This is an optimization exercise on Yosys and OpenROAD, whose aim is small area and a short achievable clock period, not a production implementation. RTL that was checked went through simulation tests only; none was proved equivalent to the original. The RTL of runs 4 to 9 was laid out without a check of its function. Power figures rest on the tool's default switching activity, not on a simulated workload.

==> flow/design.v <==
module XORmessage(a,m,b);
input [63:0] a;
input [63:0] m;
output[63:0] b;
assign b = a ^ m;
endmodule
module GS(a3,a2,a1,a0,sbox_type,
          b3,b2,b1,b0);
input  a3,a2,a1,a0,sbox_type;
output b3,b2,b1,b0;
nand (a0_a2,a0,a2);
xnor (t1,a1,a0_a2);
nand (t1_a3,t1,a3);
xnor (t0,a0,t1_a3);
nor  (t0_t1,t0,t1);
xnor (t2,a2,t0_t1);
xnor (t3,a3,t2);
xnor (s1,t1,t3);
nand (t0_s1,t0,s1);
xnor (s2,t2,t0_s1);
buf  (b3,t0);
buf  (b1,s1);
buf  (b2,s2);
xor  (b0,t3,sbox_type);
endmodule
module SubCells(a0,a1,a2,a3,sbox_type,
                b0,b1,b2,b3);
input [15:0] a0,a1,a2,a3;
input        sbox_type;
output[15:0] b0,b1,b2,b3;
GS u15(a3[15],a2[15],a1[15],a0[15],sbox_type,b3[15],b2[15],b1[15],b0[15]);
GS u14(a3[14],a2[14],a1[14],a0[14],sbox_type,b3[14],b2[14],b1[14],b0[14]);
GS u13(a3[13],a2[13],a1[13],a0[13],sbox_type,b3[13],b2[13],b1[13],b0[13]);
GS u12(a3[12],a2[12],a1[12],a0[12],sbox_type,b3[12],b2[12],b1[12],b0[12]);
GS u11(a3[11],a2[11],a1[11],a0[11],sbox_type,b3[11],b2[11],b1[11],b0[11]);
GS u10(a3[10],a2[10],a1[10],a0[10],sbox_type,b3[10],b2[10],b1[10],b0[10]);
GS u09(a3[ 9],a2[ 9],a1[ 9],a0[ 9],sbox_type,b3[ 9],b2[ 9],b1[ 9],b0[ 9]);
GS u08(a3[ 8],a2[ 8],a1[ 8],a0[ 8],sbox_type,b3[ 8],b2[ 8],b1[ 8],b0[ 8]);
GS u07(a3[ 7],a2[ 7],a1[ 7],a0[ 7],sbox_type,b3[ 7],b2[ 7],b1[ 7],b0[ 7]);
GS u06(a3[ 6],a2[ 6],a1[ 6],a0[ 6],sbox_type,b3[ 6],b2[ 6],b1[ 6],b0[ 6]);
GS u05(a3[ 5],a2[ 5],a1[ 5],a0[ 5],sbox_type,b3[ 5],b2[ 5],b1[ 5],b0[ 5]);
GS u04(a3[ 4],a2[ 4],a1[ 4],a0[ 4],sbox_type,b3[ 4],b2[ 4],b1[ 4],b0[ 4]);
GS u03(a3[ 3],a2[ 3],a1[ 3],a0[ 3],sbox_type,b3[ 3],b2[ 3],b1[ 3],b0[ 3]);
GS u02(a3[ 2],a2[ 2],a1[ 2],a0[ 2],sbox_type,b3[ 2],b2[ 2],b1[ 2],b0[ 2]);
GS u01(a3[ 1],a2[ 1],a1[ 1],a0[ 1],sbox_type,b3[ 1],b2[ 1],b1[ 1],b0[ 1]);
GS u00(a3[ 0],a2[ 0],a1[ 0],a0[ 0],sbox_type,b3[ 0],b2[ 0],b1[ 0],b0[ 0]);
endmodule
module PermBits(a0,a1,a2,a3,
                b0,b1,b2,b3);
input [15:0] a0,a1,a2,a3;
output[15:0] b0,b1,b2,b3;
assign b0[0] = a0[0];
assign b0[12] = a0[1];
assign b0[8] = a0[2];
assign b0[4] = a0[3];
assign b0[1] = a0[4];
assign b0[13] = a0[5];
assign b0[9] = a0[6];
assign b0[5] = a0[7];
assign b0[2] = a0[8];
assign b0[14] = a0[9];
assign b0[10] = a0[10];
assign b0[6] = a0[11];
assign b0[3] = a0[12];
assign b0[15] = a0[13];
assign b0[11] = a0[14];
assign b0[7] = a0[15];
assign b1[4] = a1[0];
assign b1[0] = a1[1];
assign b1[12] = a1[2];
assign b1[8] = a1[3];
assign b1[5] = a1[4];
assign b1[1] = a1[5];
assign b1[13] = a1[6];
assign b1[9] = a1[7];
assign b1[6] = a1[8];
assign b1[2] = a1[9];
assign b1[14] = a1[10];
assign b1[10] = a1[11];
assign b1[7] = a1[12];
assign b1[3] = a1[13];
assign b1[15] = a1[14];
assign b1[11] = a1[15];
assign b2[8] = a2[0];
assign b2[4] = a2[1];
assign b2[0] = a2[2];
assign b2[12] = a2[3];
assign b2[9] = a2[4];
assign b2[5] = a2[5];
assign b2[1] = a2[6];
assign b2[13] = a2[7];
assign b2[10] = a2[8];
assign b2[6] = a2[9];
assign b2[2] = a2[10];
assign b2[14] = a2[11];
assign b2[11] = a2[12];
assign b2[7] = a2[13];
assign b2[3] = a2[14];
assign b2[15] = a2[15];
assign b3[12] = a3[0];
assign b3[8] = a3[1];
assign b3[4] = a3[2];
assign b3[0] = a3[3];
assign b3[13] = a3[4];
assign b3[9] = a3[5];
assign b3[5] = a3[6];
assign b3[1] = a3[7];
assign b3[14] = a3[8];
assign b3[10] = a3[9];
assign b3[6] = a3[10];
assign b3[2] = a3[11];
assign b3[15] = a3[12];
assign b3[11] = a3[13];
assign b3[7] = a3[14];
assign b3[3] = a3[15];
endmodule
module AddRoundKey(a0,a1,a2,a3,
                   c,
                   b0,b1,b2,b3);
input [15:0] a0,a1,a2,a3;
input [63:0] c;
output[15:0] b0,b1,b2,b3;
genvar j;
generate
    for (j = 0; j < 16; j = j + 1) begin : g
        assign b0[j] = a0[j] ^ c[4*j];
        assign b1[j] = a1[j] ^ c[4*j+1];
        assign b2[j] = a2[j] ^ c[4*j+2];
        assign b3[j] = a3[j] ^ c[4*j+3];
    end
endgenerate
endmodule
module RoundFunction(a,
                     c,
                     b);
input [63:0] a;
input [63:0] c;
output[63:0] b;
wire [15:0] a0,a1,a2,a3;
wire [15:0] s0,s1,s2,s3;
wire [15:0] p0,p1,p2,p3;
wire [15:0] b0,b1,b2,b3;
genvar j;
generate
    for (j = 0; j < 16; j = j + 1) begin : g
        assign a0[j] = a[4*j];
        assign a1[j] = a[4*j+1];
        assign a2[j] = a[4*j+2];
        assign a3[j] = a[4*j+3];
        assign b[4*j]   = b0[j];
        assign b[4*j+1] = b1[j];
        assign b[4*j+2] = b2[j];
        assign b[4*j+3] = b3[j];
    end
endgenerate
SubCells sc0(a0,a1,a2,a3,
             1'b0,
             s0,s1,s2,s3);
PermBits pm0(s0,s1,s2,s3,
             p0,p1,p2,p3);
AddRoundKey ak0(p0,p1,p2,p3,
                c,
                b0,b1,b2,b3);
endmodule
module LFSR(clk,clr,r,rc);
input        clk,clr;
output reg [5:0] r;
output     [5:0] rc;
assign rc = {r[4:0], ~(r[5] ^ r[4])};
always @(posedge clk) begin
    r <= clr ? 6'd0 : rc;
end
endmodule
module KeyUpdate(a,
                 b);
input [127:0] a;
output[127:0] b;
wire [31:0] a0,a1,a2,a3;
wire [31:0] b0,b1,b2,b3;
assign a0 = a[31:0];
assign a1 = a[63:32];
assign a2 = a[95:64];
assign a3 = a[127:96];
assign b3[0] = a0[12];
assign b3[1] = a0[13];
assign b3[2] = a0[14];
assign b3[3] = a0[15];
assign b3[4] = a0[0];
assign b3[5] = a0[1];
assign b3[6] = a0[2];
assign b3[7] = a0[3];
assign b3[8] = a0[4];
assign b3[9] = a0[5];
assign b3[10] = a0[6];
assign b3[11] = a0[7];
assign b3[12] = a0[8];
assign b3[13] = a0[9];
assign b3[14] = a0[10];
assign b3[15] = a0[11];
assign b3[16] = a0[18];
assign b3[17] = a0[19];
assign b3[18] = a0[20];
assign b3[19] = a0[21];
assign b3[20] = a0[22];
assign b3[21] = a0[23];
assign b3[22] = a0[24];
assign b3[23] = a0[25];
assign b3[24] = a0[26];
assign b3[25] = a0[27];
assign b3[26] = a0[28];
assign b3[27] = a0[29];
assign b3[28] = a0[30];
assign b3[29] = a0[31];
assign b3[30] = a0[16];
assign b3[31] = a0[17];
assign b0 = a1;
assign b1 = a2;
assign b2 = a3;
assign b = {b3,b2,b1,b0};
endmodule
module LDMAC(clk,rst,
             load_s1,load_s2,
             load_k,
             load_m,
             din,
             dout,
             dout_valid,
             done);
input            clk,rst;
input            load_s1,load_s2;
output reg       load_k;
output reg       load_m;
input     [63:0] din;
output    [63:0] dout;
output reg       dout_valid;
output reg       done;
localparam [5:0] F12 = 6'd60;
localparam [5:0] F27 = 6'd5;
reg X1,X2,P1,P2,KA1,KB1,E1,KA2,KB2,E2;
reg fin;             
reg [2:0] blok;
wire blok_up = (blok == 3'd7);
wire [5:0] r, rc;
wire lfsr_clr = X2 | KA1 | KA2 | fin;
always @(posedge clk) begin
    if (rst) begin
        X1 <= 1'b1; X2 <= 1'b0; P1 <= 1'b0; P2 <= 1'b0;
        KA1 <= 1'b0; KB1 <= 1'b0; E1 <= 1'b0;
        KA2 <= 1'b0; KB2 <= 1'b0; E2 <= 1'b0;
    end
    else begin
        X1  <= (P2 | E2) & fin;
        X2  <= X1;
        P1  <= (X2 & ~blok_up) | (P1 & ~fin);
        P2  <= (P1 & fin) | (P2 & ~fin);
        KA1 <= X2 & blok_up;
        KB1 <= KA1;
        E1  <= KB1 | (E1 & ~fin);
        KA2 <= E1 & fin;
        KB2 <= KA2;
        E2  <= KB2 | (E2 & ~fin);
    end
end
wire last_p = ~rst & ~fin & (P1 | P2) & (r == F12);
wire last_e = ~rst & ~fin & (E1 | E2) & (r == F27);
always @(posedge clk) begin
    fin        <= last_p | last_e;
    dout_valid <= last_e;
    done       <= last_e & E2;
    load_k     <= ~rst & (KA1 | KA2 | (X2 & blok_up) | (E1 & fin));
    load_m     <= X2;
    blok       <= rst ? 3'd0 : blok + {2'd0, X2};
end
LFSR lf0(clk, lfsr_clr, r, rc);
reg  [127:0] k;
wire [127:0] kuo;
KeyUpdate ku0(k, kuo);
always @(posedge clk) begin
    if (KA1 | KB1 | KA2 | KB2) k <= {k[63:0], din};
    else                       k <= kuo;
end
wire        kb  = KB1 | KB2;
wire        enc = kb | E1 | E2;
wire [31:0] kw  = kb ? din[31:0] : k[63:32];
reg  [63:0] c;
integer j;
always @(*) begin
    for (j = 0; j < 16; j = j + 1) begin
        c[4*j]   = ~enc | kw[j];
        c[4*j+1] = enc & kw[16+j];
        c[4*j+2] = 1'b0;
        c[4*j+3] = (j == 15) ? 1'b1 : (j < 6) ? rc[j] : 1'b0;
    end
end
reg  [63:0] A, B;
wire [63:0] rfi, rfo;
wire s2A    = P2 | KA2 | KB2 | E2;                
wire mode_e = ~rst & (kb | ((E1 | E2) & ~fin));   
wire mode_p = ~rst & (P1 | P2) & ~fin;            
wire swap   = ~rst & fin;
wire swap_p = swap & (P1 | P2);
wire swap_e = swap & (E1 | E2);
wire m      = ~rst & (s2A ^ fin);                 
wire ld_a   = m ? load_s2 : load_s1;
wire ld_b   = m ? load_s1 : load_s2;
wire ld_r   = mode_e & (s2A ? load_s2 : load_s1);
wire xor_a  = rst | X1;
wire xor_b  = ~rst & X2;
assign rfi = ld_r ? din : A;
RoundFunction rf0(rfi, c, rfo);
always @(posedge clk) begin
    if (mode_e)      A <= rfo;
    else if (ld_a)   A <= din;
    else if (mode_p) A <= rfo;
    else if (swap)   A <= B;
    else if (xor_a)  A <= A ^ din;
end
always @(posedge clk) begin
    if (ld_b)        B <= din;
    else if (swap_p) B <= rfo;
    else if (swap_e) B <= A;
    else if (xor_b)  B <= B ^ din;
end
assign dout = A;
endmodule
==> flow/run.sh <==
#!/bin/bash
# synth_recipe.tcl (not shown) runs the flow's synth.tcl, then flattens the netlist and writes it again
# the make line also repeats each setting of config.mk as NAME=value (left out here)
make -C /OpenROAD-flow-scripts/flow DESIGN_CONFIG=/design/flow/config.mk WORK_HOME=/design/flow/orfs CLKGATE_MAP_FILE= SYNTH_SCRIPT=/design/flow/synth_recipe.tcl finish
==> flow/config.mk <==
export PLATFORM = sky130hd
export DESIGN_NAME = LDMAC
export DESIGN_NICKNAME = LDMAC
export VERILOG_FILES = /design/flow/design.v
export SDC_FILE = /design/flow/constraint.sdc
export NUM_CORES = 4
export LEC_CHECK = 0
export ABC_CLOCK_PERIOD_IN_PS = 2000
export CAP_MARGIN = 20
export CORE_MARGIN = 2
export CORE_UTILIZATION = 40
export SETUP_SLACK_MARGIN = 2.8
export SLEW_MARGIN = 20
==> flow/constraint.sdc <==
create_clock -name core_clock -period 5.0 [get_ports {clk}]
set_input_delay 1.0000 -clock core_clock [delete_from_list [all_inputs] [get_ports {clk}]]
set_output_delay 1.0000 -clock core_clock [all_outputs]
set_load 0.01 [all_outputs]
==> results of run 1 <==
==> cell usage in the layout, fill, tap and decap left out, types with 10 or more instances in the layout <==
cell type        instances
a21oi_1                181
a21oi_2                 19
a21oi_4                 12
a22oi_1                 19
a311o_1                 15
and3_1                  10
buf_12                  50
buf_16                  34
buf_2                   50
buf_4                  138
buf_6                   44
clkbuf_1                12
clkbuf_16               49
clkdlybuf4s15_2         17
dfxtp_1                146
dlygate4sd2_1           40
edfxtp_1               128
inv_1                   13
mux2_2                 128
mux2i_1                 17
mux2i_4                 21
nand2_1                 79
nand2b_1                33
nand3_1                 12
nor2_1                 191
nor2b_1                 15
nor3_1                  14
nor3b_1                111
o211ai_1                96
o21ai_0                112
o21ai_1                 31
o221ai_1                19
o221ai_2                53
o22ai_1                 20
or2_2                   20
xnor2_1                 88
xnor2_2                 18
xor2_1                  12
==> per-layer routing <==
metal  vias to the layer above  GRT usage, %
met1                      9362          43.4
met3                       648          12.3
li1                       8028             -
met5                         -             0
met2                      1926          51.1
met4                         4          27.4
==> cells in the mapped netlist, drive strengths merged (3+ instances only) <==
master and count:
a221oi 9, nand3b 6, o21bai 5, a311o 15, and3 11, and2 8, a31oi 7, a32oi 5
nor4 7, a2111oi 3, o22ai 25, clkbuf 205, ha 4, xor2 20, or2 24, mux2 135
inv 13, a211oi 7, mux2i 46, nand3 15, buf 33, a21oi 212, nor2b 16, o2111ai 4
nand2 84, a22oi 20, o211ai 96, edfxtp 128, or4 5, nand2b 35, xnor3 5, o221ai 73
a311oi 3, xnor2 110, dfxtp 152, nand4 5, nor3b 111, o21ai 154, o31ai 5, nor3 19
nor2 200
==> through the flow <==
stage                     power (mW)  hold WS, ps  utilization [%]
after global placement          4.64          414             44.9
after floorplan                 3.99          380                -
final                           7.97          422             58.0
after CTS                       7.54          428             54.5
after detailed placement        4.68          420             44.9
after global routing            8.13          444             58.0
==> sequential cells by signal (all words and copies together) (netlist names), named ones only <==
name	flops
lf0.r	6
blok	3
k	128
dout_valid	1
P1	1
load_m	1
X1	1
X2	1
load_k	1
KB2	1
A	64
done	1
KA2	1
KB1	1
E2	1
B	64
fin	1
KA1	1
E1	1
==> report_power, final <==
| group | leakage [nW] | internal (mW) | switching (mW) | total, mW |
|---|---|---|---|---|
| Sequential | 2.59 | 2.61 | 0.165 | 2.78 |
| Clock | 0.520 | 1.37 | 1.10 | 2.47 |
| Combinational | 6.51 | 1.17 | 1.55 | 2.72 |
==> final cells by class <==
class,count,area share [%]
clock buffers,48,3.63
multi-input cells,1521,46.8
inverters,13,0.189
repair buffers,415,19.2
diodes,4,0.0388
well taps,592,2.87
clock inverters,14,0.466
flip-flops and latches,280,26.8
==> repair_timing <==
| item | CTS | global route |
|---|---|---|
| gates cloned | 34 | 19 |
| pin swaps | 59 | 69 |
| setup endpoints to repair | 454 | 381 |
| resized for setup | 619 | 161 |
| buffers inserted | 151 | 41 |
==> worst max-delay path: stages (launching register included) <==
cell and delay (ps):
dfxtp_2 420, or2_4 390, o31ai_2 1040, o211ai_1 270, o2111ai_2 190, xnor2_2 150
o221ai_1 140
==> how the worst max path moves through the flow <==
stage	end	cells after the start	startpoint
floorplan	A[0]	5	rst
global placement	B[11]	6	rst
detailed placement	B[11]	6	rst
CTS	B[11]	8	rst
global route	A[20]	6	KB2
finish	A[20]	6	KB2
==> kinds of logic after synthesis <==
group,Yosys count,share of synthesized area [%]
compound gates,648,22.6
xor+xnor,135,6.91
fa+ha+maj,4,0.276
buf+inv,251,5.50
flops,280,38.0
mux,181,11.0
simple gates,548,15.8
==> qor.csv, run 1 <==
metric,value,unit
drive_gt1_share,34.8,%
drv_cap,0,
drtIter0Drc,3490,
yosys-top-cells-area,"edfxtp_1, dfxtp_1, mux2_2",
multi_input_area,12100,sq um
synth_top_area_share,21.2,%
layout.area.seq,6900,sq um
cp.required,5310,ps
first_pass_iters,8,
place_area,19900,sq um
h-tree-depth,2,
fin_cells,2887,
ys_ff_latch,280,
drtAntennaViolNets,0,
slew_viol_final,0,
avgSynthCellArea,8.85,sq um
portBuffers,135,
min_period,2870,ps
dieArea,47000,sq um
worst_setup_path_start_kind,register,
cts_buffer_depth,3,
ios,136,
hpwl,45600,um
rrSetupSlack,2130,ps
end_kind,register,
holdBufCountCts,0,
power_leakage,9.61,nW
tritoncts,yes,
fmax,349,MHz
num_rows,77,
final-setup-viol-count,0,
hold_end,load_m,
crit_path_max_fanout,11,
drt_wl_total,94100,um
overflow,0,
synth_edf_count,128,
grt_pass1_wl,123000,um
cts_sinks,280,
vias_per_cell,6.92,
rsz0062_at_grt,true,
yosys.area.top_type,edfxtp_1,
yosys_warnings,12,
dr_wl_met2,37600,um
grt_pass1_vias,18000,
syn_nets,2119,
initial_core_util,40.8,%
die_h,217,um
crit_arrival,3180,ps
track_usage,35.5,%
synth_flop_cell,dfxtp_1,
r2r_start,KB2,
fin_area,25800,sq um
core_area,44400,sq um
synth_cells,2047,
status,"complete, no violations",
crit_type,register to register,
area_growth,42.3,%
routed-wl-met3,16100,um
die_w,217,um
hp-start,X2,
setup_tns,0,ps
ys_async_sr_fraction,0,%
period_share,57.4,%
tightest_slew,1230,ps
nets,2337,
dp_slack,855,ps
vias,20000,
dpl.cell_count,2576,
r2r-end,A[20],
synth_cell_type_count,60,
finalWorstSetupSlack,2130,ps
relSlewSlack,17.7,%
worstRegToRegCells,6,
clock_latency,580,ps
place_congestion,0.854,
finalHoldViolCount,0,
hold_path_class,register to register,
clk_pin_slew,60,ps
drcViolationCount,0,
hold-path-cell-count,0,
grt_start_max_net_pins,73,
root_buffer,clkbuf_16,
synthesis.area,18100,sq um
yosysSeqAreaShare,38.0,%
antenna_found_initial,9,
met1_length,30900,um
fillers,3534,
wl_per_cell,32.6,um
p_per_area,309,nW/um^2
numCtsBuffers,34,
skew,18.8,ps
worst_ir_drop_vdd,0.000220,V
top_layer_used,met5,
==> run 2, diff against run 1 <==
--- a/flow/config.mk
+++ b/flow/config.mk
@@ -6,5 +6,4 @@
 export NUM_CORES = 4
 export LEC_CHECK = 0
-export ABC_CLOCK_PERIOD_IN_PS = 2000
 export CAP_MARGIN = 20
 export CORE_MARGIN = 2
==> qor.csv, run 2 <==
metric,value,unit
vias,20000,
portBuffers,135,
drt_wl_total,94100,um
routed-wl-met3,16100,um
numCtsBuffers,34,
setup_tns,0,ps
synthesis.area,18100,sq um
area_growth,42.3,%
worst_ir_drop_vdd,0.000220,V
rrSetupSlack,2130,ps
grt_pass1_vias,18000,
yosys_warnings,12,
die_w,217,um
fillers,3534,
cts_sinks,280,
crit_family,compound AO/OA/AOI/OAI gates,
ys_async_sr_fraction,0,%
relSlewSlack,17.7,%
nets,2337,
clock_latency,580,ps
dieArea,47000,sq um
netSwitchingPower,2.81,mW
rsz0062_at_grt,true,
regMostFlops,k,
drv_cap,0,
avgSynthCellArea,8.85,sq um
num_rows,77,
synth_flop_cell,dfxtp_1,
core_area,44400,sq um
clk_pin_slew,60,ps
drive_gt1_share,34.8,%
yosys.area.top_type,edfxtp_1,
status,"complete, no violations",
hold_end,load_m,
slowest_delay,1040,ps
first_pass_iters,8,
r2r_start,KB2,
synth_top_area_share,21.2,%
drtIter0Drc,3490,
power_leakage,9.61,nW
internal_power,5.15,mW
h-tree-depth,2,
yosys-top-cells-area,"edfxtp_1, dfxtp_1, mux2_2",
cp.required,5310,ps
holdBufCountCts,0,
grt_start_max_net_pins,73,
crit_path_max_fanout,11,
p_per_area,309,nW/um^2
crit_type,register to register,
power_frac_seq,34.8,%
cts_buffer_depth,3,
largest_reg_flops,128,
overflow,0,
track_usage,35.5,%
min_period,2870,ps
synth_cell_type_count,60,
end_kind,register,
cp_slowest_cell,o31ai_2,
yosysSeqAreaShare,38.0,%
fin_cells,2887,
worst_setup_path_start_kind,register,
yosysMostFrequentCell,a21oi_1,
dpl.cell_count,2576,
finalHoldViolCount,0,
die_h,217,um
ys_ff_latch,280,
vias_per_cell,6.92,
hold-path-cell-count,0,
ys_top_cells_by_count,"a21oi_1, clkbuf_1, nor2_1",
p_clk_share,31.0,%
drtAntennaViolNets,0,
hpwl,45600,um
p_comb_share,34.1,%
slew_viol_final,0,
period_share,57.4,%
final-setup-viol-count,0,
wl_per_cell,32.6,um
antenna_found_initial,9,
dr_wl_met2,37600,um
ios,136,
syn_nets,2119,
hold_path_class,register to register,
mostFrequentLayoutCells,"nor2_1, a21oi_1, dfxtp_1, buf_4",
met1_length,30900,um
place_congestion,0.854,
r2r-end,A[20],
initial_core_util,40.8,%
root_buffer,clkbuf_16,
critical_path.n_buffers_inverters,0,
top_regs,"k (128), A (64), B (64)",
drcViolationCount,0,
synth_cells,2047,
skew,18.8,ps
tightest_slew,1230,ps
synth_edf_count,128,
final_common_cell,nor2_1,
crit_chain,"or2_4, o31ai_2, o211ai_1, o2111ai_2, xnor2_2, o221ai_1",
top_layer_used,met5,
crit_arrival,3180,ps
hp-start,X2,
worstRegToRegCells,6,
fmax,349,MHz
grt_pass1_wl,123000,um
switching_share,35.3,%
tritoncts,yes,
==> run 2: worst max path at each step <==
| stage | start | end | slack [ps] | depth (start not counted) |
|---|---|---|---|---|
| floorplan | rst | A[0] | 2440 | 5 |
| global placement | rst | B[11] | 880 | 6 |
| detailed placement | rst | B[11] | 850 | 6 |
| CTS | rst | B[11] | 2520 | 8 |
| global route | KB2 | A[20] | 2140 | 6 |
| finish | KB2 | A[20] | 2130 | 6 |
==> run 2: layout make-up <==
class                      count  area, sq um  area share [%]
antenna                        4         10.0          0.0388
clock buffer                  48          935            3.63
clock inverter                14          120           0.466
inverter                      13         48.8           0.189
multi-input combinational   1521        12100            46.8
sequential                   280         6900            26.8
tap                          592          741            2.87
timing repair buffer         415         4950            19.2
==> run 2: layer usage <==
metal / up-vias / track usage [%]
met2: 1926 / 51.1
li1: 8028 / -
met3: 648 / 12.3
met4: 4 / 27.4
met1: 9362 / 43.4
met5: - / 0
==> run 2: what timing repair did <==
action,4_1_cts,5_1_grt
cloned,34,19
resized for setup,619,161
pin swaps,59,69
buffers inserted,151,41
endpoints found under the setup margin,454,381
==> run 2: per-stage QoR <==
| stage | instance area (sq um) | setup WS [ps] | utilization, % | power, mW | hold WS (ps) |
|---|---|---|---|---|---|
| floorplan | 18700 | 2440 | - | 3.99 | 380 |
| global route | 25800 | 2140 | 58.0 | 8.13 | 444 |
| global placement | 19900 | 884 | 44.9 | 4.64 | 414 |
| CTS | 24200 | 2520 | 54.5 | 7.54 | 428 |
| finish | 25800 | 2130 | 58.0 | 7.97 | 422 |
| detailed placement | 19900 | 855 | 44.9 | 4.68 | 420 |
==> run 2: power groups by stage <==
stage / clock (mW) / sequential, mW / combinational [mW]
2_1_floorplan: 0 / 2.78 / 1.21
3_3_place_gp: 0 / 2.97 / 1.67
3_5_place_dp: 0 / 2.98 / 1.70
4_1_cts: 2.47 / 2.76 / 2.32
5_1_grt: 2.55 / 2.78 / 2.80
6_report: 2.47 / 2.78 / 2.72
==> run 2: logic make-up (layout without fill, tap and decap cells) <==
family	after synthesis	in the layout	synth area share, %
multiplexers	181	181	11.0
XOR/XNOR	135	135	6.91
other	0	4	0
AND/OR/NAND/NOR	548	553	15.8
flip-flops	280	280	38.0
buffers and inverters	251	490	5.50
AO/OA/AOI/OAI	648	648	22.6
adder cells (fa/ha/maj)	4	4	0.276
==> run 3, diff against run 2 <==
--- a/flow/config.mk
+++ b/flow/config.mk
@@ -9,4 +9,3 @@
 export CORE_MARGIN = 2
 export CORE_UTILIZATION = 40
-export SETUP_SLACK_MARGIN = 2.8
 export SLEW_MARGIN = 20
==> qor.csv, run 3 <==
metric,value,unit
avgSynthCellArea,8.85,sq um
cts_sinks,280,
cts_buffer_depth,3,
cp-startpoint,rst,
synth_cell_type_count,60,
netSwitchingPower,2.34,mW
drtAntennaViolNets,0,
yosys_warnings,12,
portBuffers,135,
nets,2103,
grtUsageMet3,5.52,%
ys_async_sr_fraction,0,%
postCtsSetupBuffers,0,
crit_chain,"clkdlybuf4s50_1, buf_4, nand2b_1, nor2_1, nor2_1, nand3_4, buf_4",
grt_start_max_net_pins,129,
hold_path_class,register to register,
yosysSeqAreaShare,38.0,%
grt_pass1_wl,105000,um
status,"complete, no violations",
relSlewSlack,15.2,%
syn_nets,2119,
period_share,73.8,%
synth_top_area_share,21.2,%
largest_reg_flops,128,
area_growth,15.9,%
grt_pass1_vias,15500,
final_common_cell,a21oi_1,
drv_cap,0,
finalHoldViolCount,0,
yosys-top-cells-area,"edfxtp_1, dfxtp_1, mux2_2",
hold-path-cell-count,0,
top_regs,"k (128), A (64), B (64)",
end_kind,register,
dp_slack,835,ps
drive_gt1_share,13.8,%
ios,136,
layout.area.seq,6890,sq um
die_h,217,um
mostFrequentLayoutCells,"a21oi_1, nor2_1, dfxtp_1, o21ai_0, clkdlybuf4s50_1",
skew,23.1,ps
yosysMostFrequentCell,a21oi_1,
holdBufCountCts,0,
switching_share,32.3,%
grt_use_met1,40.3,%
ys_top_cells_by_count,"a21oi_1, clkbuf_1, nor2_1",
final-setup-viol-count,0,
r2r-end,B[57],
drt_wl_total,71300,um
overflow,0,
rrSetupSlack,1420,ps
internal_power,4.92,mW
synth_cells,2047,
crit_arrival,3940,ps
yosys.area.top_type,edfxtp_1,
clock_latency,540,ps
setup.worst_path.end,B[10],
vias_per_cell,6.37,
root_buffer,clkbuf_16,
cts-resized-gates,0,
top_usage_layer,met2,
slowest_delay,620,ps
vias,16900,
clk_pin_slew,60,ps
worst_ir_drop_vdd,0.000233,V
antenna_found_initial,2,
min_period,3690,ps
finalWorstSetupSlack,1310,ps
cp.required,5250,ps
ys_ff_latch,280,
power_leakage,7.41,nW
power_frac_seq,40.4,%
core_area,44400,sq um
final_core_util,47.3,%
setup_tns,0,ps
p_per_area,346,nW/um^2
num_rows,77,
rsz0062_at_grt,false,
drcViolationCount,0,
crit_path_max_fanout,35,
synth_flop_cell,dfxtp_1,
numCtsBuffers,34,
track_usage,29.6,%
crit_type,input port to register,
initial_core_util,40.8,%
worstRegToRegCells,7,
cp_slowest_cell,nand3_4,
p_comb_share,24.0,%
regMostFlops,k,
multi_input_area,10400,sq um
fmax,271,MHz
first_pass_iters,7,
h-tree-depth,2,
slew_viol_final,0,
hpwl,47400,um
drtIter0Drc,2073,
dieArea,47000,sq um
p_clk_share,35.6,%
tritoncts,yes,
fillers,4199,
wl_per_cell,26.9,um
worst_setup_path_start_kind,input port,
grt_use_met2,46.2,%
tightest_slew,1260,ps
synth_edf_count,128,
die_w,217,um
synthesis.area,18100,sq um
place_congestion,0.914,
[run 3: worst min-delay path by stage]
stage	startpoint	to
final	X2	load_m
after global routing	X2	load_m
after CTS	X2	load_m
after detailed placement	k[88]	k[56]
after global placement	X2	load_m
after floorplan	X2	load_m
[run 3: critical path, delay by kind of cell]
family,cells,cell delay (ps)
buffers and inverters,3,1310
AND/OR/NAND/NOR,4,1590
[run 3: per-stage QoR]
stage / power [mW] / hold slack, ps / std cells / instance area, sq um
finish: 7.26 / 421 / 2652 / 21000
global route: 7.51 / 429 / 2649 / 21000
CTS: 7.24 / 418 / 2649 / 21000
detailed placement: 4.68 / 412 / 2587 / 19800
global placement: 4.65 / 415 / 2587 / 19800
floorplan: 3.96 / 380 / 2047 / 18100
[run 3: metal layers]
layer / routed length [um] / up-vias
met5: 13 / -
met4: 2950 / 2
met3: 7980 / 153
met2: 32100 / 1063
met1: 28300 / 8156
li1: - / 7508
[run 3: final cells by class]
| type | instances | share of cell area (%) |
|---|---|---|
| clock buffer | 49 | 4.99 |
| timing repair buffer | 186 | 8.62 |
| inverter | 13 | 0.232 |
| clock inverter | 13 | 0.506 |
| tap | 592 | 3.53 |
| sequential | 280 | 32.8 |
| antenna | 3 | 0.0358 |
| multi-input combinational | 1516 | 49.3 |
[run 3: logic make-up (layout without fill, tap and decap cells)]
kind of cell	Yosys count	after routing	synth area share (%)
other	0	3	0
AO/OA/AOI/OAI	648	648	22.6
buffers and inverters	251	261	5.50
XOR/XNOR	135	135	6.91
adder cells (fa/ha/maj)	4	4	0.276
multiplexers	181	181	11.0
flip-flops	280	280	38.0
AND/OR/NAND/NOR	548	548	15.8
[run 3: power by group through the flow]
stage / sequential [mW] / clock, mW / combinational (mW)
final: 2.93 / 2.59 / 1.74
after global routing: 2.96 / 2.69 / 1.86
after CTS: 2.92 / 2.60 / 1.72
after detailed placement: 2.97 / 0 / 1.71
after global placement: 2.96 / 0 / 1.69
after floorplan: 2.79 / 0 / 1.17
==> run 4, diff against run 3 <==
--- a/flow/design.v
+++ b/flow/design.v
@@ -294,31 +294,24 @@
 end
 reg  [63:0] A, B;
-wire [63:0] rfi, rfo;
-wire s2A    = P2 | KA2 | KB2 | E2;                
-wire mode_e = ~rst & (kb | ((E1 | E2) & ~fin));   
-wire mode_p = ~rst & (P1 | P2) & ~fin;            
-wire swap   = ~rst & fin;
-wire swap_p = swap & (P1 | P2);
-wire swap_e = swap & (E1 | E2);
-wire m      = ~rst & (s2A ^ fin);                 
-wire ld_a   = m ? load_s2 : load_s1;
-wire ld_b   = m ? load_s1 : load_s2;
-wire ld_r   = mode_e & (s2A ? load_s2 : load_s1);
-wire xor_a  = rst | X1;
-wire xor_b  = ~rst & X2;
-assign rfi = ld_r ? din : A;
-RoundFunction rf0(rfi, c, rfo);
+wire [63:0] a, rfo;
+wire s2A  = ~rst & (X2 | P2 | KA2 | KB2 | E2);     
+wire ldc  = s2A ? load_s2 : load_s1;               
+wire ldo  = s2A ? load_s1 : load_s2;               
+wire dx   = rst | X1 | X2;                         
+wire swp  = ~rst & (X1 | X2 | fin);                
+wire rnd  = ~rst & (kb | ((E1 | E2 | ((P1 | P2) & ~ldc)) & ~fin));
+wire bx   = ~rst & (X1 | X2 | ((E1 | E2) & fin));  
+wire bp   = ~rst & (P1 | P2) & fin;                
+assign a = ldc ? din : (dx ? A ^ din : A);
+RoundFunction rf0(a, c, rfo);
 always @(posedge clk) begin
-    if (mode_e)      A <= rfo;
-    else if (ld_a)   A <= din;
-    else if (mode_p) A <= rfo;
-    else if (swap)   A <= B;
-    else if (xor_a)  A <= A ^ din;
+    if (swp)      A <= ldo ? din : B;
+    else if (rnd) A <= rfo;
+    else          A <= a;
 end
 always @(posedge clk) begin
-    if (ld_b)        B <= din;
-    else if (swap_p) B <= rfo;
-    else if (swap_e) B <= A;
-    else if (xor_b)  B <= B ^ din;
+    if (bx | (bp & ldc)) B <= a;
+    else if (bp)         B <= rfo;
+    else if (ldo)        B <= din;
 end
 assign dout = A;
==> qor.csv, run 4 <==
metric,value,unit
cp-startpoint,rst,
final-setup-viol-count,0,
yosys.area.top_type,dfxtp_1,
power,6.97,mW
fmax,255,MHz
hold_path_class,register to register,
drcViolationCount,0,
power_frac_seq,39.2,%
power_leakage,6.96,nW
internal_power,4.71,mW
core_area,36700,sq um
die_h,197,um
ys_top_cells_by_count,"dfxtp_1, mux2_2, nor2_1",
dieArea,39000,sq um
ys_ff_latch,280,
synth_cells,1601,
synth_cell_type_count,66,
relSlewSlack,21.5,%
met1_length,22600,um
cp.required,5520,ps
vias,13200,
vias_per_cell,6.08,
initial_core_util,40.8,%
top_regs,"k (128), A (64), B (64)",
netSwitchingPower,2.26,mW
syn_nets,1673,
num_rows,70,
dr_wl_met2,23500,um
drtAntennaViolNets,0,
crit_arrival,4440,ps
r2r-end,A[7],
tightest_slew,1180,ps
cts-resized-gates,0,
worst_ir_drop_vdd,0.000267,V
area_growth,18.7,%
drive_gt1_share,18.8,%
slew_viol_final,0,
dpl.cell_count,2121,
setup.worst_path.end,A[7],
min_period,3910,ps
routed-wl-met3,4380,um
grt_pass1_wl,78100,um
r2r_start,X2,
hpwl,37600,um
nets,1758,
synth_flop_cell,dfxtp_1,
grt_start_max_net_pins,129,
crit_chain,"clkdlybuf4s50_1, or3_4, buf_4, o21ai_2, a21oi_4, o21ai_1, a32oi_1, mux2i_1, o311a_1",
wl_per_cell,24.4,um
status,"complete, no violations",
yosysSeqAreaShare,37.4,%
setup_tns,0,ps
portBuffers,135,
drt_wl_total,53100,um
p_comb_share,26.9,%
holdBufCountCts,0,
yosys-top-cells-area,"dfxtp_1, mux2_2, mux2i_1",
clk_pin_slew,60,ps
finalHoldViolCount,0,
top_layer_used,met4,
largest_reg_flops,128,
regMostFlops,k,
root_buffer,clkbuf_16,
final_common_cell,dfxtp_1,
die_w,197,um
switching_share,32.4,%
synth_top_area_share,37.4,%
avgSynthCellArea,9.35,sq um
mostFrequentLayoutCells,"dfxtp_1, mux2_2, clkdlybuf4s50_1, nor2_1, o21ai_0",
place_congestion,0.899,
drtIter0Drc,1315,
cts_buffer_depth,3,
worstRegToRegCells,9,
track_usage,26.6,%
overflow,0,
p_per_area,392,nW/um^2
antenna_found_initial,2,
ys_async_sr_fraction,0,%
yosysMostFrequentCell,dfxtp_1,
clock_latency,590,ps
p_clk_share,33.8,%
slowest_delay,700,ps
rrSetupSlack,1630,ps
end_kind,register,
worst_setup_path_start_kind,input port,
postCtsSetupBuffers,0,
ios,136,
drv_cap,0,
rsz0062_at_grt,false,
numCtsBuffers,31,
tritoncts,yes,
h-tree-depth,1,
crit_type,input port to register,
skew,32.1,ps
period_share,78.3,%
fin_cells,2176,
yosys_warnings,12,
synth_edf_count,0,
diodes,0,
cts_sinks,280,
synthesis.area,15000,sq um
cp_slowest_cell,or3_4,
grt_pass1_vias,12300,
first_pass_iters,6,
crit_path_max_fanout,63,
[run 4: cell count changes after synthesis, sizes merged, moves of 37 or more]
cell,before,now
a21o,0,37
nor2,200,104
nor3b,111,4
a31oi,7,65
dfxtp,152,280
o221ai,73,1
a21oi,212,124
nand3,15,65
o211ai,96,38
edfxtp,128,0
xnor2,110,56
clkbuf,205,58
mux2i,46,89
[run 4: metrics by stage]
stage          cell area (sq um)  utilization, %  worst slack [ps]  hold WS (ps)
2_1_floorplan              15000               -              1850           427
3_3_place_gp               16700            45.6               627           434
3_5_place_dp               16700            45.6               598           439
4_1_cts                    17800            48.5              1190           453
5_1_grt                    17800            48.5               951           458
6_report                   17800            48.5              1090           450
[run 4: cell type report]
cell class / count / area, sq um
clock buffers: 36 / 815
clock inverters: 19 / 224
fillers: 3459 / 18900
inverters: 4 / 15.0
multi-input cells: 1196 / 8810
flip-flops and latches: 280 / 5610
well taps: 468 / 586
repair buffers: 173 / 1720
[run 4: worst max-delay path: cells and delay by family]
kind,cells,cell delay [ps]
AOI/OAI and AO/OA,5,1310
buffers and inverters,2,1100
and+or+nand+nor,1,700
muxes,1,260
[run 4: worst min path at each step]
| stage | startpoint | to | slack, ps | depth (start not counted) |
|---|---|---|---|---|
| after floorplan | X2 | load_m | 430 | 0 |
| after global placement | k[71] | k[39] | 430 | 1 |
| after detailed placement | k[81] | k[49] | 440 | 1 |
| after CTS | k[69] | k[37] | 450 | 1 |
| after global routing | k[68] | k[36] | 460 | 1 |
| final | k[69] | k[37] | 450 | 1 |
[run 4: routing by layer]
metal | vias to the layer above | track usage, %
li1 | 6160 | -
met1 | 6365 | 35.5
met2 | 591 | 41.0
met3 | 112 | 5.34
met4 | 0 | 12.6
met5 | - | 0
[run 4: cells by family after synthesis]
kind of cell    after synthesis  share of synthesized area, %
xor+xnor                     84                          5.83
flops                       280                          37.4
simple gates                335                          10.4
buf+inv                     125                          4.34
mux                         225                          16.2
compound gates              548                          25.5
fa+ha+maj                     4                         0.334
[run 4: power by group through the flow]
stage	clock [mW]	combinational, mW	sequential [mW]
after floorplan	0	1.17	2.74
after global placement	0	1.81	2.77
after detailed placement	0	1.84	2.78
after CTS	2.39	1.85	2.73
after global routing	2.48	2.00	2.76
final	2.36	1.88	2.73
==> run 5, diff against run 4 <==
--- a/flow/config.mk
+++ b/flow/config.mk
@@ -9,3 +9,4 @@
 export CORE_MARGIN = 2
 export CORE_UTILIZATION = 40
+export SETUP_SLACK_MARGIN = 2.6
 export SLEW_MARGIN = 20
==> qor.csv, run 5 <==
metric,value,unit
ys_top_cells_by_count,"dfxtp_1, mux2_2, nor2_1",
internal_power,5.85,mW
relSlewSlack,29.0,%
holdBufCountCts,0,
crit_arrival,3720,ps
p_comb_share,36.2,%
power_frac_seq,31.9,%
top_regs,"k (128), A (64), B (64)",
worst_ir_drop_vdd,0.000227,V
slew_viol_final,0,
hpwl,38200,um
ys_async_sr_fraction,0,%
initial_core_util,40.8,%
place_congestion,0.883,
tightest_slew,1070,ps
cp.required,5480,ps
rrSetupSlack,1760,ps
h-tree-depth,2,
largest_reg_flops,128,
crit_path_max_fanout,6,
die_h,197,um
yosysSeqAreaShare,37.4,%
nets,2076,
p_per_area,363,nW/um^2
final-setup-viol-count,0,
synth_cell_type_count,66,
skew,31.0,ps
tritoncts,yes,
final_common_cell,dfxtp_1,
syn_nets,1673,
drive_gt1_share,50.0,%
ys_ff_latch,280,
regMostFlops,k,
core_area,36700,sq um
fin_area,24500,sq um
setup_tns,0,ps
num_rows,70,
end_kind,register,
finalHoldViolCount,0,
drt_wl_total,74100,um
clock_latency,580,ps
ios,136,
min_period,3240,ps
fin_cells,2499,
vias_per_cell,6.69,
dieArea,39000,sq um
drcViolationCount,0,
netSwitchingPower,3.05,mW
hold_path_class,register to register,
power_leakage,9.84,nW
switching_share,34.2,%
synth_top_area_share,37.4,%
grt_start_max_net_pins,65,
mostFrequentLayoutCells,"dfxtp_1, buf_4, mux2_2, nor2_1, buf_6",
place_area,17300,sq um
antenna_found_initial,0,
cts_buffer_depth,3,
synth_edf_count,0,
synth_flop_cell,dfxtp_1,
slowest_delay,700,ps
first_pass_iters,7,
crit_family,compound AO/OA/AOI/OAI gates,
status,"complete, no violations",
period_share,64.8,%
vias,16700,
overflow,0,
portBuffers,135,
worst_setup_path_start_kind,register,
crit_path_frequent_cell,buf_4,
crit_type,register to register,
dp_slack,815,ps
synthesis.area,15000,sq um
avgSynthCellArea,9.35,sq um
yosysMostFrequentCell,dfxtp_1,
area_growth,63.6,%
crit_chain,"nor3_4, mux2i_4, and2_4, buf_6, buf_12, buf_16, a21oi_4, buf_4, buf_4, o211ai_1, nor2_1, a221oi_2",
finalWorstSetupSlack,1760,ps
yosys.area.top_type,dfxtp_1,
die_w,197,um
root_buffer,clkbuf_16,
track_usage,32.8,%
dpl.cell_count,2124,
grt_pass1_wl,95400,um
power,8.90,mW
grt_pass1_vias,14800,
synth_cells,1601,
drtIter0Drc,2520,
wl_per_cell,29.7,um
rsz0062_at_grt,true,
cp_slowest_cell,o211ai_1,
critical_path.n_buffers_inverters,5,
p_clk_share,31.9,%
numCtsBuffers,34,
drtAntennaViolNets,0,
cts_sinks,280,
yosys-top-cells-area,"dfxtp_1, mux2_2, mux2i_1",
yosys_warnings,12,
fmax,309,MHz
drv_cap,0,
clk_pin_slew,60,ps
run 5: cell counts after synthesis:
Identical to the previous run, type by type.
run 5: final timing paths:
check                           startpoint    end  cells past startpoint
worst min register to register       k[65]  k[33]                      1
worst max register to register         KA2  B[18]                     12
worst max-delay path                   KA2  B[18]                     12
worst min-delay path                 k[65]  k[33]                      1
run 5: power groups by stage:
stage	Clock [mW]	Sequential (mW)	Combinational [mW]
2_1_floorplan	0	2.75	1.25
4_1_cts	2.82	2.80	2.56
5_1_grt	2.94	2.86	3.30
6_report	2.84	2.84	3.22
3_5_place_dp	0	2.80	1.92
3_3_place_gp	0	2.80	1.89
run 5: logic make-up after synthesis:
group,after synthesis,synth area share (%)
AND/OR/NAND/NOR,335,10.4
AO/OA/AOI/OAI,548,25.5
XOR/XNOR,84,5.83
buffers and inverters,125,4.34
flip-flops,280,37.4
adder cells (fa/ha/maj),4,0.334
multiplexers,225,16.2
run 5: metrics by stage:
step                utilization, %  hold WS, ps
floorplan                        -          427
global placement              47.0          435
detailed placement            47.0          440
CTS                           60.6          453
global route                  66.8          457
finish                        66.8          450
run 5: timing repair:
action,in CTS,in global routing
pin swaps,131,166
setup endpoints to repair,195,259
setup buffers,188,95
gates cloned,18,11
gates resized for setup,453,242
run 5: layout make-up:
cell class | instances | area [sq um]
Antenna cell | 1 | 2.50
Clock buffer | 48 | 1010
Clock inverter | 14 | 249
Fill cell | 2526 | 12200
Inverter | 4 | 15.0
Multi-Input combinational cell | 1197 | 11500
Sequential cell | 280 | 5700
Tap cell | 468 | 586
Timing Repair Buffer | 487 | 5400
run 5: metal layers:
layer	GRT usage, %	wire length [um]	up-vias	share of wire [%]
met3	7.05	9530	456	13
li1	-	-	6833	-
met2	50.2	31500	1450	42
met4	21.1	6290	0	8.5
met1	41.9	26800	7968	36
met5	0	0	-	0
==> run 6, diff against run 5 <==
--- a/flow/config.mk
+++ b/flow/config.mk
@@ -11,2 +11,3 @@
 export SETUP_SLACK_MARGIN = 2.6
 export SLEW_MARGIN = 20
+export TNS_END_PERCENT = 0
==> qor.csv, run 6 <==
metric,value,unit
min_period,2920,ps
period_share,58.4,%
yosysMostFrequentCell,dfxtp_1,
synth_edf_count,0,
p_per_area,381,nW/um^2
tritoncts,yes,
ios,136,
slew_viol_final,0,
fmax,343,MHz
cts_sinks,280,
ys_top_cells_by_count,"dfxtp_1, mux2_2, nor2_1",
power_leakage,7.55,nW
worst_setup_path_start_kind,input port,
grt_pass1_wl,83600,um
largest_reg_flops,128,
numCtsBuffers,31,
hold_end,k[57],
avgSynthCellArea,9.35,sq um
wl_per_cell,25.2,um
tightest_slew,938,ps
dp_slack,698,ps
place_congestion,0.902,
status,"complete, no violations",
final_core_util,51.7,%
drcViolationCount,0,
holdBufCountCts,0,
synth_cells,1601,
top_regs,"k (128), A (64), B (64)",
final_common_cell,dfxtp_1,
synth_cell_type_count,66,
hold_ws,452,ps
area_growth,26.8,%
antenna_found_initial,2,
drt_wl_total,56900,um
skew,19.8,ps
synthesis.area,15000,sq um
power,7.23,mW
fin_area,19000,sq um
crit_type,input port to register,
vias_per_cell,6.23,
hpwl,37000,um
clk_pin_slew,60,ps
mostFrequentLayoutCells,"dfxtp_1, mux2_2, clkdlybuf4s50_1, nor2_1, buf_4",
drv_cap,0,
portBuffers,135,
dpl.cell_count,2119,
nets,1837,
yosys-top-cells-area,"dfxtp_1, mux2_2, mux2i_1",
vias,14100,
crit_path_max_fanout,8,
track_usage,28.3,%
crit_arrival,3420,ps
r2r_start,KB2,
drtIter0Drc,1844,
rrSetupSlack,2120,ps
root_buffer,clkbuf_16,
cp.required,5500,ps
ys_async_sr_fraction,0,%
finalHoldViolCount,0,
relSlewSlack,37.3,%
die_w,197,um
regMostFlops,k,
rsz0062_at_grt,true,
yosys.area.top_type,dfxtp_1,
setup_tns,0,ps
grt_pass1_vias,13000,
hp-start,k[89],
worst_ir_drop_vdd,0.000296,V
yosysSeqAreaShare,37.4,%
grt_start_max_net_pins,65,
h-tree-depth,1,
synth_top_area_share,37.4,%
die_h,197,um
hold-path-cell-count,1,
clock_latency,580,ps
final-setup-viol-count,0,
dieArea,39000,sq um
first_pass_iters,7,
syn_nets,1673,
synth_flop_cell,dfxtp_1,
cp-startpoint,rst,
yosys_warnings,12,
place_area,16700,sq um
initial_core_util,40.8,%
fin_cells,2258,
ys_ff_latch,280,
worstRegToRegCells,11,
r2r-end,B[46],
cts_buffer_depth,3,
end_kind,register,
finalWorstSetupSlack,2080,ps
fillers,3312,
drtAntennaViolNets,0,
overflow,0,
drive_gt1_share,24.9,%
core_area,36700,sq um
num_rows,70,
hold_path_class,register to register,
## run 6: cell types whose count changed in the layout (fill, tap and decap cells not counted), moves of 30 or more
cell / delta
dlygate4sd2_1: -65
a31oi_4: -35
dfxtp_1: +55
clkdlybuf4s50_1: +68
o21ai_0: +64
o21ai_2: -42
buf_4: -102
dfxtp_2: -48
nand3_1: +31
a31oi_1: +51
xnor2_1: +30
buf_6: -77
## run 6: repair_timing
item	in CTS	in global routing
buffers inserted	54	15
pin swaps	17	12
endpoints found under the setup margin	196	197
hold endpoints to repair	0	0
cloned	10	1
gates resized for setup	73	26
## run 6: worst max-delay path, cell delays in order
cell	delay, ps
buf_12	110
buf_8	120
nor2b_4	140
mux2i_4	90
buf_12	160
and2_4	240
buf_4	170
buf_16	150
a21oi_4	310
nand2_1	140
a32oi_2	230
buf_4	190
mux2i_1	190
o311a_1	160
## run 6: report_power, final
part	total (mW)	internal (mW)	switching, mW
clock network	2.35	1.40	0.953
registers	2.74	2.52	0.220
logic	2.14	0.985	1.16
total	7.23	4.90	2.33
## run 6: cell type report
class / count / area (sq um) / area share (%)
diodes: 1 / 2.50 / 0.0132
flip-flops and latches: 280 / 5610 / 29.6
inverters: 4 / 15.0 / 0.0791
multi-input cells: 1200 / 9160 / 48.2
repair buffers: 248 / 2560 / 13.5
well taps: 468 / 586 / 3.08
clock buffers: 44 / 895 / 4.71
clock inverters: 13 / 155 / 0.817
## run 6: metal layers
metal / wire, um / global-route usage (%) / up-vias
met3: 5170 / 4.03 / 137
met2: 25200 / 44.4 / 738
met4: 2880 / 13.1 / 0
met1: 23600 / 38.5 / 6855
met5: 0 / 0 / -
li1: - / - / 6328
## run 6: cell families (layout without fill, tap and decap cells)
logic type      Yosys count  count (layout)  synth area share [%]
buf+inv                 125             309                  4.34
flops                   280             280                  37.4
compound gates          548             548                  25.5
fa+ha+maj                 4               4                 0.334
simple gates            335             339                  10.4
other cells               0               1                     0
xor+xnor                 84              84                  5.83
mux                     225             225                  16.2
## run 6: worst max-delay path by stage
stage | end | slack, ps | depth (start not counted)
after floorplan | A[15] | 1920 | 11
final | A[7] | 2080 | 14
after global routing | B[3] | 2040 | 10
after global placement | A[26] | 740 | 10
after CTS | A[12] | 2140 | 10
after detailed placement | A[26] | 700 | 10
==> run 7, diff against run 6 <==
--- a/flow/config.mk
+++ b/flow/config.mk
@@ -9,5 +9,5 @@
 export CORE_MARGIN = 2
 export CORE_UTILIZATION = 40
-export SETUP_SLACK_MARGIN = 2.6
+export SETUP_SLACK_MARGIN = 3.2
 export SLEW_MARGIN = 20
 export TNS_END_PERCENT = 0
==> qor.csv, run 7 <==
metric,value,unit
wl_per_cell,25.2,um
place_area,16700,sq um
first_pass_iters,7,
grt_pass1_vias,13000,
p_comb_share,29.6,%
finalWorstSetupSlack,2080,ps
fmax,343,MHz
final_core_util,51.7,%
hold_path_class,register to register,
p_per_area,381,nW/um^2
drtIter0Drc,1844,
r2r_start,KB2,
syn_nets,1673,
core_area,36700,sq um
crit_path_max_fanout,8,
area_growth,26.8,%
yosysMostFrequentCell,dfxtp_1,
relSlewSlack,37.3,%
synth_edf_count,0,
power,7.23,mW
die_h,197,um
holdBufCountCts,0,
status,"complete, no violations",
antenna_found_initial,2,
skew,19.8,ps
power_frac_seq,37.9,%
min_period,2920,ps
ios,136,
mostFrequentLayoutCells,"dfxtp_1, mux2_2, clkdlybuf4s50_1, nor2_1, buf_4",
ys_async_sr_fraction,0,%
dpl.cell_count,2119,
grt_start_max_net_pins,65,
cts_sinks,280,
power_leakage,7.55,nW
period_share,58.4,%
die_w,197,um
drt_wl_total,56900,um
synth_flop_cell,dfxtp_1,
drcViolationCount,0,
end_kind,register,
synth_top_area_share,37.4,%
synth_cells,1601,
yosys-top-cells-area,"dfxtp_1, mux2_2, mux2i_1",
place_congestion,0.902,
overflow,0,
regMostFlops,k,
avgSynthCellArea,9.35,sq um
portBuffers,135,
synth_cell_type_count,66,
top_regs,"k (128), A (64), B (64)",
internal_power,4.90,mW
netSwitchingPower,2.33,mW
vias,14100,
yosys.area.top_type,dfxtp_1,
worst_ir_drop_vdd,0.000296,V
yosys_warnings,12,
clock_latency,580,ps
final_common_cell,dfxtp_1,
crit_arrival,3420,ps
grt_pass1_wl,83600,um
hold_ws,452,ps
final-setup-viol-count,0,
numCtsBuffers,31,
nets,1837,
cp-startpoint,rst,
fin_cells,2258,
p_clk_share,32.5,%
clk_pin_slew,60,ps
drv_cap,0,
setup_tns,0,ps
drtAntennaViolNets,0,
rsz0062_at_grt,true,
synthesis.area,15000,sq um
drive_gt1_share,24.9,%
h-tree-depth,1,
cts_buffer_depth,3,
cp.required,5500,ps
vias_per_cell,6.23,
tightest_slew,938,ps
track_usage,28.3,%
finalHoldViolCount,0,
dp_slack,698,ps
num_rows,70,
largest_reg_flops,128,
switching_share,32.2,%
yosysSeqAreaShare,37.4,%
root_buffer,clkbuf_16,
dieArea,39000,sq um
hp-start,k[89],
hpwl,37000,um
ys_ff_latch,280,
tritoncts,yes,
crit_type,input port to register,
ys_top_cells_by_count,"dfxtp_1, mux2_2, nor2_1",
initial_core_util,40.8,%
slew_viol_final,0,
fin_area,19000,sq um
worst_setup_path_start_kind,input port,
## run 7: cells by family after synthesis
kind of cell               count (synthesis)  synth area share, %
muxes                                    225                 16.2
DFF                                      280                 37.4
AOI/OAI and AO/OA                        548                 25.5
adders and majority gates                  4                0.334
and+or+nand+nor                          335                 10.4
xor gates and xnor gates                  84                 5.83
buffers and inverters                    125                 4.34
## run 7: metal layers
layer  up-vias  wire length, um  GRT usage, %
met5         -                0             0
met4         0             2880          13.1
met3       137             5170          4.03
met2       738            25200          44.4
met1      6855            23600          38.5
li1       6328                -             -
## run 7: final cells by class
class / count / area (sq um)
Fill cell: 3312 / 17700
Multi-Input combinational cell: 1200 / 9160
Sequential cell: 280 / 5610
Timing Repair Buffer: 248 / 2560
Clock buffer: 44 / 895
Tap cell: 468 / 586
Clock inverter: 13 / 155
Inverter: 4 / 15.0
Antenna cell: 1 / 2.50
## run 7: final timing paths
kind,end,slack [ps],depth (start not counted)
setup / recovery,A[7],2080,14
hold / removal,k[57],450,1
setup reg to reg,B[46],2120,11
hold reg to reg,k[57],450,1
## run 7: repair_timing
| item | 4_1_cts | 5_1_grt |
|---|---|---|
| resized for setup | 73 | 26 |
| pin swaps | 17 | 12 |
| buffers inserted | 54 | 15 |
| endpoints found under the setup margin | 327 | 324 |
| gates cloned | 10 | 1 |
## run 7: worst max-delay path: stages
cell and delay [ps]:
buf_12 110, buf_8 120, nor2b_4 140, mux2i_4 90, buf_12 160, and2_4 240, buf_4 170, buf_16 150
a21oi_4 310, nand2_1 140, a32oi_2 230, buf_4 190, mux2i_1 190, o311a_1 160
## run 7: power groups by stage
stage          clock, mW  sequential (mW)  combinational, mW
2_1_floorplan          0             2.74               1.17
3_5_place_dp           0             2.78               1.84
6_report            2.35             2.74               2.14
3_3_place_gp           0             2.78               1.81
5_1_grt             2.46             2.76               2.27
4_1_cts             2.37             2.74               2.04
==> run 8, diff against run 7 <==
--- a/flow/config.mk
+++ b/flow/config.mk
@@ -8,6 +8,6 @@
 export CAP_MARGIN = 20
 export CORE_MARGIN = 2
-export CORE_UTILIZATION = 40
-export SETUP_SLACK_MARGIN = 3.2
+export CORE_UTILIZATION = 60
+export SETUP_SLACK_MARGIN = 2.6
 export SLEW_MARGIN = 20
 export TNS_END_PERCENT = 0
==> qor.csv, run 8 <==
metric,value,unit
status,"complete, no violations",
relSlewSlack,44.5,%
synth_edf_count,0,
yosysSeqAreaShare,37.4,%
slew_viol_final,0,
skew,14.1,ps
synthesis.area,15000,sq um
finalWorstSetupSlack,2100,ps
root_buffer,clkbuf_16,
p_per_area,381,nW/um^2
tritoncts,yes,
crit_type,input port to register,
wl_per_cell,26.7,um
setup_tns,0,ps
drtIter0Drc,2277,
dieArea,26200,sq um
overflow,0,
hpwl,34600,um
yosysMostFrequentCell,dfxtp_1,
tightest_slew,833,ps
core_area,24400,sq um
hold_ws,449,ps
grt_pass1_vias,13800,
cts_buffer_depth,3,
mostFrequentLayoutCells,"dfxtp_1, mux2_2, clkdlybuf4s50_1, buf_4, nor2_1",
syn_nets,1673,
ys_top_cells_by_count,"dfxtp_1, mux2_2, nor2_1",
hold_path_class,register to register,
die_h,162,um
fmax,345,MHz
clk_pin_slew,60,ps
finalHoldViolCount,0,
initial_core_util,61.4,%
ys_async_sr_fraction,0,%
die_w,162,um
place_area,16600,sq um
power,7.41,mW
numCtsBuffers,29,
drive_gt1_share,27.5,%
synth_top_area_share,37.4,%
yosys-top-cells-area,"dfxtp_1, mux2_2, mux2i_1",
end_kind,register,
period_share,58.0,%
rsz0062_at_grt,true,
num_rows,57,
yosys_warnings,12,
power_leakage,7.85,nW
portBuffers,135,
clock_latency,570,ps
final_common_cell,dfxtp_1,
vias,14800,
synth_flop_cell,dfxtp_1,
top_regs,"k (128), A (64), B (64)",
dp_slack,876,ps
drv_cap,0,
antenna_found_initial,2,
drt_wl_total,57400,um
ios,136,
min_period,2900,ps
nets,1874,
crit_path_max_fanout,13,
first_pass_iters,6,
synth_cells,1601,
drtAntennaViolNets,0,
avgSynthCellArea,9.35,sq um
grt_start_max_net_pins,65,
drcViolationCount,0,
largest_reg_flops,128,
worst_setup_path_start_kind,input port,
fin_area,19400,sq um
cp.required,5420,ps
track_usage,42.3,%
worst_ir_drop_vdd,0.000379,V
final-setup-viol-count,0,
vias_per_cell,6.90,
cts_sinks,280,
synth_cell_type_count,66,
grt_pass1_wl,84800,um
crit_arrival,3320,ps
ys_ff_latch,280,
yosys.area.top_type,dfxtp_1,
regMostFlops,k,
area_growth,29.8,%
h-tree-depth,1,
holdBufCountCts,0,
place_congestion,0.931,
==> run 8: routing by layer <==
layer | global-route usage [%] | vias up | share of wire, %
li1 | - | 6404 | -
met1 | 55.4 | 6981 | 37
met2 | 63.0 | 1134 | 42
met3 | 10.2 | 306 | 13
met4 | 26.0 | 2 | 7.8
met5 | 0 | - | 0.019
==> run 8: what timing repair did <==
item,4_1_cts,5_1_grt
setup buffers,84,20
hold endpoints to repair,0,0
pin swaps,46,16
cloned,17,0
setup endpoints to repair,195,221
gates resized for setup,103,21
==> run 8: stage by stage <==
step | instances | utilization (%)
2_1_floorplan | 1601 | -
3_3_place_gp | 1974 | 68.0
3_5_place_dp | 1974 | 68.0
4_1_cts | 2128 | 78.6
5_1_grt | 2148 | 79.7
6_report | 2149 | 79.7
==> run 8: area by class of cell <==
cell class | count | area [sq um]
Clock buffer | 40 | 857
Inverter | 4 | 15.0
Clock inverter | 13 | 199
Fill cell | 1611 | 4960
Antenna cell | 1 | 2.50
Sequential cell | 280 | 5610
Tap cell | 324 | 405
Multi-Input combinational cell | 1200 | 9300
Timing Repair Buffer | 287 | 3040
==> run 8: path summary, 6_finish.rpt <==
check / from / endpoint / slack, ps / depth (start not counted)
setup / recovery: load_s2 / B[42] / 2100 / 9
hold / removal: k[68] / k[36] / 450 / 1
setup reg to reg: X2 / A[63] / 2120 / 13
hold reg to reg: k[68] / k[36] / 450 / 1
==> run 8: kinds of logic after synthesis <==
family / after synthesis / share of synthesized area [%]
adder cells (fa/ha/maj): 4 / 0.334
AND/OR/NAND/NOR: 335 / 10.4
flip-flops: 280 / 37.4
buffers and inverters: 125 / 4.34
multiplexers: 225 / 16.2
AO/OA/AOI/OAI: 548 / 25.5
XOR/XNOR: 84 / 5.83
==> run 8: report_power, final <==
part	internal, mW	switching, mW
sequential	2.52	0.231
combinational	1.06	1.20
clock	1.45	0.950
total	5.03	2.38
==> run 8: critical path: stages <==
cell and delay, ps:
clkdlybuf4s15_2 210, nor2b_4 140, a22oi_2 140, buf_4 180
nand2_1 200, a21oi_4 450, nand2_1 580, nor2_1 330
a221oi_1 80
==> run 9, diff against run 8 <==
--- a/flow/config.mk
+++ b/flow/config.mk
@@ -8,6 +8,6 @@
 export CAP_MARGIN = 20
 export CORE_MARGIN = 2
-export CORE_UTILIZATION = 60
+export CORE_UTILIZATION = 40
 export SETUP_SLACK_MARGIN = 2.6
 export SLEW_MARGIN = 20
-export TNS_END_PERCENT = 0
+export TNS_END_PERCENT = 5
==> qor.csv, run 9 <==
metric,value,unit
rrSetupSlack,2160,ps
syn_nets,1673,
yosys.area.top_type,dfxtp_1,
crit_family,compound AO/OA/AOI/OAI gates,
p_clk_share,32.9,%
ios,136,
crit_path_max_fanout,8,
hpwl,37100,um
first_pass_iters,7,
ys_ff_latch,280,
end_kind,register,
die_w,197,um
power,7.59,mW
drcViolationCount,0,
place_area,16800,sq um
slowest_delay,440,ps
holdBufCountCts,0,
synthesis.area,15000,sq um
place_congestion,0.914,
wl_per_cell,25.9,um
track_usage,29.3,%
drv_cap,0,
tightest_slew,1060,ps
vias_per_cell,6.34,
hold-path-cell-count,1,
netSwitchingPower,2.48,mW
mostFrequentLayoutCells,"dfxtp_1, mux2_2, clkdlybuf4s50_1, buf_4, nor2_1",
r2r_start,X2,
largest_reg_flops,128,
power_leakage,8.01,nW
grt_pass1_vias,13400,
root_buffer,clkbuf_16,
crit_chain,"buf_6, buf_8, or3_4, buf_6, buf_16, nand3_1, o21ai_2, a21o_1, buf_4, o211ai_1, o211ai_1, o21ai_0, o21ai_0",
clock_latency,530,ps
nets,1887,
overflow,0,
synth_cells,1601,
worst-path-stages,13,
drive_gt1_share,30.7,%
fillers,3212,
power_frac_seq,36.3,%
synth_edf_count,0,
synth_top_area_share,37.4,%
area_growth,34.0,%
critical_path.n_buffers_inverters,5,
hp-start,k[110],
dieArea,39000,sq um
portBuffers,135,
status,"complete, no violations",
core_area,36700,sq um
internal_power,5.10,mW
ys_top_cells_by_count,"dfxtp_1, mux2_2, nor2_1",
finalHoldViolCount,0,
num_rows,70,
switching_share,32.7,%
worst_ir_drop_vdd,0.000305,V
hold_ws,448,ps
period_share,58.6,%
setup_tns,0,ps
yosys_warnings,12,
p_per_area,378,nW/um^2
vias,14600,
r2r-end,A[50],
fmax,341,MHz
yosysMostFrequentCell,dfxtp_1,
skew,16.0,ps
min_period,2930,ps
regMostFlops,k,
crit_arrival,3320,ps
hold_end,k[78],
fin_cells,2308,
drtIter0Drc,1576,
tritoncts,yes,
dp_slack,808,ps
cp_slowest_cell,or3_4,
rsz0062_at_grt,true,
relSlewSlack,29.1,%
fin_area,20100,sq um
hold_path_class,register to register,
worstRegToRegCells,9,
ys_async_sr_fraction,0,%
grt_pass1_wl,86000,um
drtAntennaViolNets,0,
slew_viol_final,0,
cp.required,5390,ps
cts_sinks,280,
final-setup-viol-count,0,
cts_buffer_depth,3,
h-tree-depth,2,
die_h,197,um
final_core_util,54.7,%
synth_cell_type_count,66,
numCtsBuffers,34,
yosysSeqAreaShare,37.4,%
initial_core_util,40.8,%
finalWorstSetupSlack,2070,ps
drt_wl_total,59800,um
p_comb_share,30.8,%
avgSynthCellArea,9.35,sq um
synth_flop_cell,dfxtp_1,
grt_start_max_net_pins,65,
diodes,0,
worst_setup_path_start_kind,input port,
final_common_cell,dfxtp_1,
crit_type,input port to register,
clk_pin_slew,70,ps
antenna_found_initial,0,
top_regs,"k (128), A (64), B (64)",
yosys-top-cells-area,"dfxtp_1, mux2_2, mux2i_1",
dpl.cell_count,2117,
## run 9: cell counts after synthesis
No cell type changed its count.
## run 9: logic make-up after synthesis
kind of cell	count (synthesis)	synth area share, %
AOI/OAI and AO/OA	548	25.5
and+or+nand+nor	335	10.4
DFF	280	37.4
muxes	225	16.2
buffers and inverters	125	4.34
xor gates and xnor gates	84	5.83
adders and majority gates	4	0.334
## run 9: final cells by class
| class | count | area, sq um | share of cell area (%) |
|---|---|---|---|
| multi-input cells | 1201 | 9580 | 47.7 |
| flip-flops and latches | 280 | 5610 | 28.0 |
| repair buffers | 294 | 3140 | 15.7 |
| clock buffers | 46 | 1020 | 5.08 |
| well taps | 468 | 586 | 2.92 |
| clock inverters | 15 | 118 | 0.586 |
| inverters | 4 | 15.0 | 0.0748 |
## run 9: timing repair
item | CTS | global route
resized for setup | 122 | 84
buffers inserted | 69 | 42
endpoints found under the setup margin | 193 | 283
pin swaps | 51 | 42
gates cloned | 14 | 5
## run 9: worst max path at each step
stage | startpoint | endpoint | slack, ps
floorplan | rst | A[15] | 1940
detailed placement | rst | A[27] | 810
global placement | rst | A[27] | 840
finish | rst | A[54] | 2070
global route | rst | A[54] | 1970
CTS | rst | B[17] | 2110
## run 9: power by group through the flow
stage	combinational [mW]	clock, mW	sequential, mW
6_report	2.33	2.50	2.75
5_1_grt	2.45	2.62	2.78
4_1_cts	2.10	2.53	2.74
3_5_place_dp	1.84	0	2.78
3_3_place_gp	1.82	0	2.78
2_1_floorplan	1.18	0	2.74
## run 9: per-layer routing
layer | wire length [um] | GRT usage (%) | vias to the layer above
met5 | 0 | 0 | -
met4 | 3540 | 13.5 | 0
met3 | 5580 | 5.00 | 210
met2 | 26400 | 46.0 | 896
met1 | 24300 | 39.2 | 7077
li1 | - | - | 6451

## port drivers added, routing unchanged
The results above use ideal ports. As a check the final layouts listed here were re-extracted and re-timed, cells and wires unchanged.
Step 1 assumes that a clkbuf_16 drives the clock port and a buf_2 every other input.
Step 2, shift: input delay + t, output delay - t, t = (earliest + latest rising clock arrival at the registers) / 2. This alone moves slack from input paths to output paths.
a / b / c = ideal / step 1 / step 2; a / b = the first two.
run	t, ns	setup slack, ns	worst setup path at the end	latest minus earliest clock arrival (ns)
run 1	0.621	2.132 / 2.132 / 1.736	input to register	0.023 / 0.023
run 2	0.621	2.132 / 2.132 / 1.736	input to register	0.023 / 0.023
run 3	0.579	1.310 / 1.343 / 0.764	input to register	0.027 / 0.027
run 4	0.625	1.085 / 1.117 / 0.491	input to register	0.035 / 0.035
run 5	0.623	1.762 / 1.762 / 1.192	input to register	0.031 / 0.032
run 6	0.621	2.082 / 2.090 / 1.469	input to register	0.021 / 0.021
run 7	0.621	2.082 / 2.090 / 1.469	input to register	0.021 / 0.021
run 8	0.614	2.098 / 2.119 / 1.509	input to register	0.017 / 0.016
run 9	0.571	2.071 / 2.090 / 1.519	input to register	0.016 / 0.016
After both steps setup and hold are still met in every run listed.
